What follows belongs to an exercise in optimizing a design on an open flow for small area and a short achievable clock period; a production flow would make more cautious choices.
In this exercise RTL edits were held to simulation tests only and were not proved equivalent to the original.
No activity file was given, so power comes from the tool's default toggle rates.

==> design.v <==
module running_average #(
  parameter N = 4,
  parameter DATAWIDTH = 32
)(
  input   wire        clk,
  input   wire        reset,
  input   wire [DATAWIDTH -1 : 0] data_i,
  output  wire [DATAWIDTH -1 : 0] average_o 
);
localparam M = $clog2(N) ;
reg [DATAWIDTH -1 : 0] last_N_inputs [0: N-1];
reg [DATAWIDTH -1 : 0] sum_old;  
wire [DATAWIDTH-1 : 0] sum_new;
int i;
always_ff @(posedge clk or posedge reset) begin
    if (reset) begin
        sum_old <= '0;
        for (i = 0; i< N; i++) begin
            last_N_inputs[i] <= '0;
        end
    end
    else begin 
        for (i = N -1; i> 0; i-- ) begin
            last_N_inputs[i] <= last_N_inputs[i-1];
    end
        last_N_inputs[0] <= data_i;
        sum_old <= sum_new;
    end
end
assign sum_new = (reset) ? '0 : (sum_old - last_N_inputs[N-1] + data_i);
assign average_o = (reset) ? '0 : (sum_new >> M);
endmodule
==> run.sh <==
#!/bin/bash
# synth_recipe.tcl (not shown) runs the flow's synth.tcl, then flattens the netlist and writes it again
# the make line also repeats each setting of config.mk as NAME=value (left out here)
make -C /OpenROAD-flow-scripts/flow DESIGN_CONFIG=/design/flow/config.mk WORK_HOME=/design/flow/orfs CLKGATE_MAP_FILE= SYNTH_SCRIPT=/design/flow/synth_recipe.tcl finish
==> config.mk <==
export PLATFORM = sky130hd
export DESIGN_NAME = running_average
export DESIGN_NICKNAME = running_average
export VERILOG_FILES = /design/flow/design.v
export SDC_FILE = /design/flow/constraint.sdc
export NUM_CORES = 4
export LEC_CHECK = 0
export CAP_MARGIN = 20
export CORE_MARGIN = 2
export CORE_UTILIZATION = 40
export SLEW_MARGIN = 20
==> constraint.sdc <==
create_clock -name core_clock -period 7.0 [get_ports {clk}]
set_input_delay 1.4000 -clock core_clock [delete_from_list [all_inputs] [get_ports {clk}]]
set_output_delay 1.4000 -clock core_clock [all_outputs]
set_load 0.01 [all_outputs]
==> results.txt <==
Layout
The total area of sequential cells is 4000 um^2. Cells with a size suffix above 1 make up 6.66% of the layout. Fill cells in the final layout number 1632. Summing all multi-input logic gate instances after layout gives 2570 um^2. The final non-filler cell total is 935. The total inserted antenna cells is 0. The signed area change from the synthesized netlist to the final layout is 16.0%. The number of nets in the finished design is 791.

Placed design
The detailed placement HPWL is 9650 um. Counting tap cells, the placed design contains a total of 904 instances. The number of buffer cells added on primary ports is 63. The routability congestion estimate is 0.854.

GRT
The maximum number of pins on one net before global-route repair is 69. Global routing used 15.0% of the available tracks across all layers. The global-route wire length before repair is 23100 um. The overall overflow remaining after global route is 0. The initial antenna violation count is 0. The number of global-route vias before repair is 4717.

Timing
Setup violations remaining at the end of the flow were counted as 0. Static timing analysis puts the maximum clock frequency at 0.156 GHz. Summed over all failing endpoints, the final setup total negative slack is 0 ps.

In this run the tightest slew margin relative to its limit is 45.7%. The transition time at the pin with the least slew margin is 815 ps. The final clock skew is 10.0 ps. Of the available clock period, the critical path in the final layout requires 91.4%. The final number of max-transition violations was 0. Setup repair after global routing left no endpoint under its margin. The clock period minus worst slack is 6400 ps. The final count of hold timing violations is 0.

Power
The internal portion of the total power is 2470 uW. Of the total power, the share spent switching nets is 37.7%. Dividing total power by cell area gives a power density of 459 nW/um^2. The worst-case IR drop observed on VDD is 0.213 mV.

The cell leakage power is 0.00417 uW. Power comes to 3960 uW. The combinational group share of total power is 48.7%. Of the total power, registers draw 27.0%. The power spent charging and discharging nets is 1490 uW.

The clock network burns 24.3% of the power.

Yosys
The average instance in the mapped netlist occupies 11.3 um^2. After synthesis the cells add up to 7440 um^2. The count of yosys warnings during synthesis is 2. The number of cells produced by synthesis is 660. The post-synthesis register bit count is 160. Among all flip-flop cells after synthesis, the most frequent one is sky130_fd_sc_hd__dfrtp_1. The synthesized netlist contains 57 unique library cells. Sequential cells were found to cover 53.8% of the synthesized design area.

The number of flops mapped to enable cells by yosys is 0. The share of flip-flops with an asynchronous set or reset is 100%.

CTS
The number of clock buffers added by TritonCTS is 17. The later pin in the worst-skew pair is clocked with a latency of 430 ps. In this run the post-CTS setup repair buffer count came out at 0. The cts-stage hold buffer count is 0. The number of cells upsized or downsized after cts is 0.

After clock tree synthesis, the clock-pin slew on the worst setup and hold paths is 60 ps. Counting along the longest clock path gives a buffer depth of 2. The cell chosen for the clock root is sky130_fd_sc_hd__clkbuf_16. CTS built an H-tree with a depth of 4.

The sink count of the clock tree is 160. The CTS tree is yes.

Floorplan
The number of placed I/O pins is 66. The overall die width is 140 um. The floorplan die area is 19700 um^2. In this run the standard cell core region covers 18100 um^2.

Once the floorplan was initialized, standard cells occupied 41.2% of the core. In this run the vertical extent of the chip is 140 um. The number of cell rows is 49.

Setup path
The terminus of the critical flop-to-flop path is sum_old[24]. The largest delay contributor family on the critical path is buffers and inverters. In this run the worst path has a maximum fanout of 5. The largest single stage delay on the critical path is 520 ps.

STA classifies the critical path endpoint as a primary output. The worst setup slack for register-to-register paths is 3950 ps. The worst setup path is launched from a primary input. The critical path in this run is classified as primary input to primary output.

For the worst setup path, the data arrival time is 5000 ps. The worst register-to-register path has a depth of 10. The launch instance of the worst register-to-register path is sum_old[1].

The cell type of the slowest stage on the worst timing path is sky130_fd_sc_hd__fa_1. The data required time at the worst endpoint is 5600 ps. Traced cell by cell, the critical path runs through clkdlybuf4s50_1 -> inv_1 -> fa_1 -> inv_1 -> ha_1 -> o211ai_1 -> a21oi_1 -> o21ai_0 -> nand3_1 -> a21bo_2 -> a31oi_1 -> mux2_1 -> clkdlybuf4s50_1.

The critical path contains buffers and inverters numbering 4 combined.

Routing
For this run, the detailed router's first-pass iteration total came to 4. The overall via count from detail_route is 4373. The aggregate routed wire length is 13300 um.

The first-iteration detailed-routing DRC count is 242. Once detail routing completed, the nets flagged for antenna violations numbered 0. Dividing the detail-routed via count by the number of cells gives 4.68.

In the final routed layout, each cell accounts on average for 14.2 um. The number of DRC violations after detailed routing is 0.

Job
The count of maximum capacitance violations is 0.

Min path
The instance count along the most critical hold path is 0. The startpoint identified for the worst hold timing path is last_N_inputs[0][14]. The worst-case hold path end point is last_N_inputs[1][14].

The path category of the worst min-delay check is flop to flop.

Outcome
The flow ran to the end and the layout has no timing, DRC or antenna violations.
cell usage after synthesis (5+ instances only):
library cell	instances	area (um^2)
sky130_fd_sc_hd__inv_1	130	488
sky130_fd_sc_hd__dfrtp_1	160	4000
sky130_fd_sc_hd__clkbuf_1	6	22.5
sky130_fd_sc_hd__o211ai_1	5	37.5
sky130_fd_sc_hd__fa_1	31	621
sky130_fd_sc_hd__a21o_1	17	128
sky130_fd_sc_hd__a31oi_1	8	50.1
sky130_fd_sc_hd__buf_2	6	30.0
sky130_fd_sc_hd__a21oi_1	33	165
sky130_fd_sc_hd__nand2_1	25	93.8
sky130_fd_sc_hd__xnor2_1	14	123
sky130_fd_sc_hd__nand4_1	14	87.6
sky130_fd_sc_hd__ha_1	32	400
sky130_fd_sc_hd__buf_4	35	263
sky130_fd_sc_hd__nor2_1	46	173
sky130_fd_sc_hd__xor2_1	12	105
sky130_fd_sc_hd__o21ai_0	13	65.1
worst max path at each step:
stage,from,end,cells past startpoint
after floorplan,reset,average_o[28],7
after global placement,data_i[5],average_o[24],13
after detailed placement,data_i[1],average_o[22],12
after CTS,data_i[1],average_o[22],12
after global routing,data_i[20],average_o[27],12
final,data_i[3],average_o[24],13
cell families (layout without fill, tap and decap cells):
group	after synthesis	in the layout	share of synthesized area, %
muxes	4	4	0.588
other	1	2	0.0504
AOI/OAI and AO/OA	110	110	10.0
and+or+nand+nor	113	113	7.08
DFF	160	160	53.8
adders and majority gates	63	63	13.7
xor gates and xnor gates	26	26	3.06
buffers and inverters	183	228	11.7
layer usage:
| metal | wire (um) | vias up | track usage [%] |
|---|---|---|---|
| met3 | 510 | 15 | 3.83 |
| met5 | 0 | - | 0 |
| met4 | 228 | 0 | 6.22 |
| li1 | - | 2111 | - |
| met1 | 6620 | 2153 | 20.7 |
| met2 | 5920 | 94 | 22.7 |
registers in the layout (all words and copies together), names as in the netlist:
register	count
last_N_inputs	128
sum_old	32
worst register-to-register path, delay by kind of cell, from the launching register on:
family / cells / cell delay [ps]
compound gates: 4 / 880
fa+ha+maj: 2 / 920
buf+inv: 1 / 70
flops: 1 / 360
mux: 1 / 370
simple gates: 2 / 320
power groups by stage:
| stage | logic (uW) | registers, uW | clock network, uW |
|---|---|---|---|
| floorplan | 1540 | 1080 | 0 |
| global placement | 1900 | 1080 | 0 |
| detailed placement | 1920 | 1090 | 0 |
| CTS | 1940 | 1070 | 989 |
| global route | 2160 | 1080 | 1030 |
| finish | 1930 | 1070 | 961 |
per-stage QoR:
step | hold WS, ps | area (um^2) | util (%) | setup WS [ps]
finish | 342 | 8630 | 47.7 | 600
global placement | 331 | 8020 | 44.3 | 635
CTS | 346 | 8630 | 47.7 | 601
global route | 348 | 8630 | 47.7 | 365
detailed placement | 335 | 8020 | 44.3 | 610
floorplan | 331 | 7450 | - | 682
final cells by class:
cell class,instances,share of cell area (%)
Tap cell,229,3.32
Clock inverter,14,2.20
Sequential cell,160,46.4
Inverter,130,5.70
Multi-Input combinational cell,318,29.8
Timing Repair Buffer,67,7.65
Clock buffer,17,4.93
cell usage in the layout, fill, tap and decap left out, types with 14 or more instances in the layout:
cell type,count
sky130_fd_sc_hd__inv_1,129
sky130_fd_sc_hd__nand4_1,14
sky130_fd_sc_hd__nand2_1,25
sky130_fd_sc_hd__clkdlybuf4s50_1,63
sky130_fd_sc_hd__a21o_1,17
sky130_fd_sc_hd__ha_1,32
sky130_fd_sc_hd__fa_1,31
sky130_fd_sc_hd__a21oi_1,33
sky130_fd_sc_hd__nor2_1,46
sky130_fd_sc_hd__dfrtp_1,160
sky130_fd_sc_hd__clkbuf_16,17
sky130_fd_sc_hd__xnor2_1,14

-- port drivers added, routing unchanged --
How much do the figures lean on ideal ports? The routed layout below was timed once more, with nothing changed but the port constraints. Step 1 (the two cells are an assumption about what drives the block):
set clk [get_ports {clk}]
set_driving_cell -lib_cell sky130_fd_sc_hd__clkbuf_16 $clk
set_driving_cell -lib_cell sky130_fd_sc_hd__buf_2 [delete_from_list [all_inputs] $clk]
Step 2 moves the port delays by t, midway between the first and last clock arrival at a register: inputs arrive t later, outputs are due t later. That takes back most of the time a late clock gives input paths. Three values: no drivers, after step 1, after step 2; two values: the first two.
shift t [ns]: 0.468
setup slack, ns: 0.600 / 0.574 / 0.574
latest minus earliest clock arrival (ns): 0.010 / 0.010
cell pins on the clock port's net: 1
After both steps setup and hold are still met in this run. For this run, drivers alone change the setup slack by -0.026 ns; drivers and shift together by -0.026 ns.
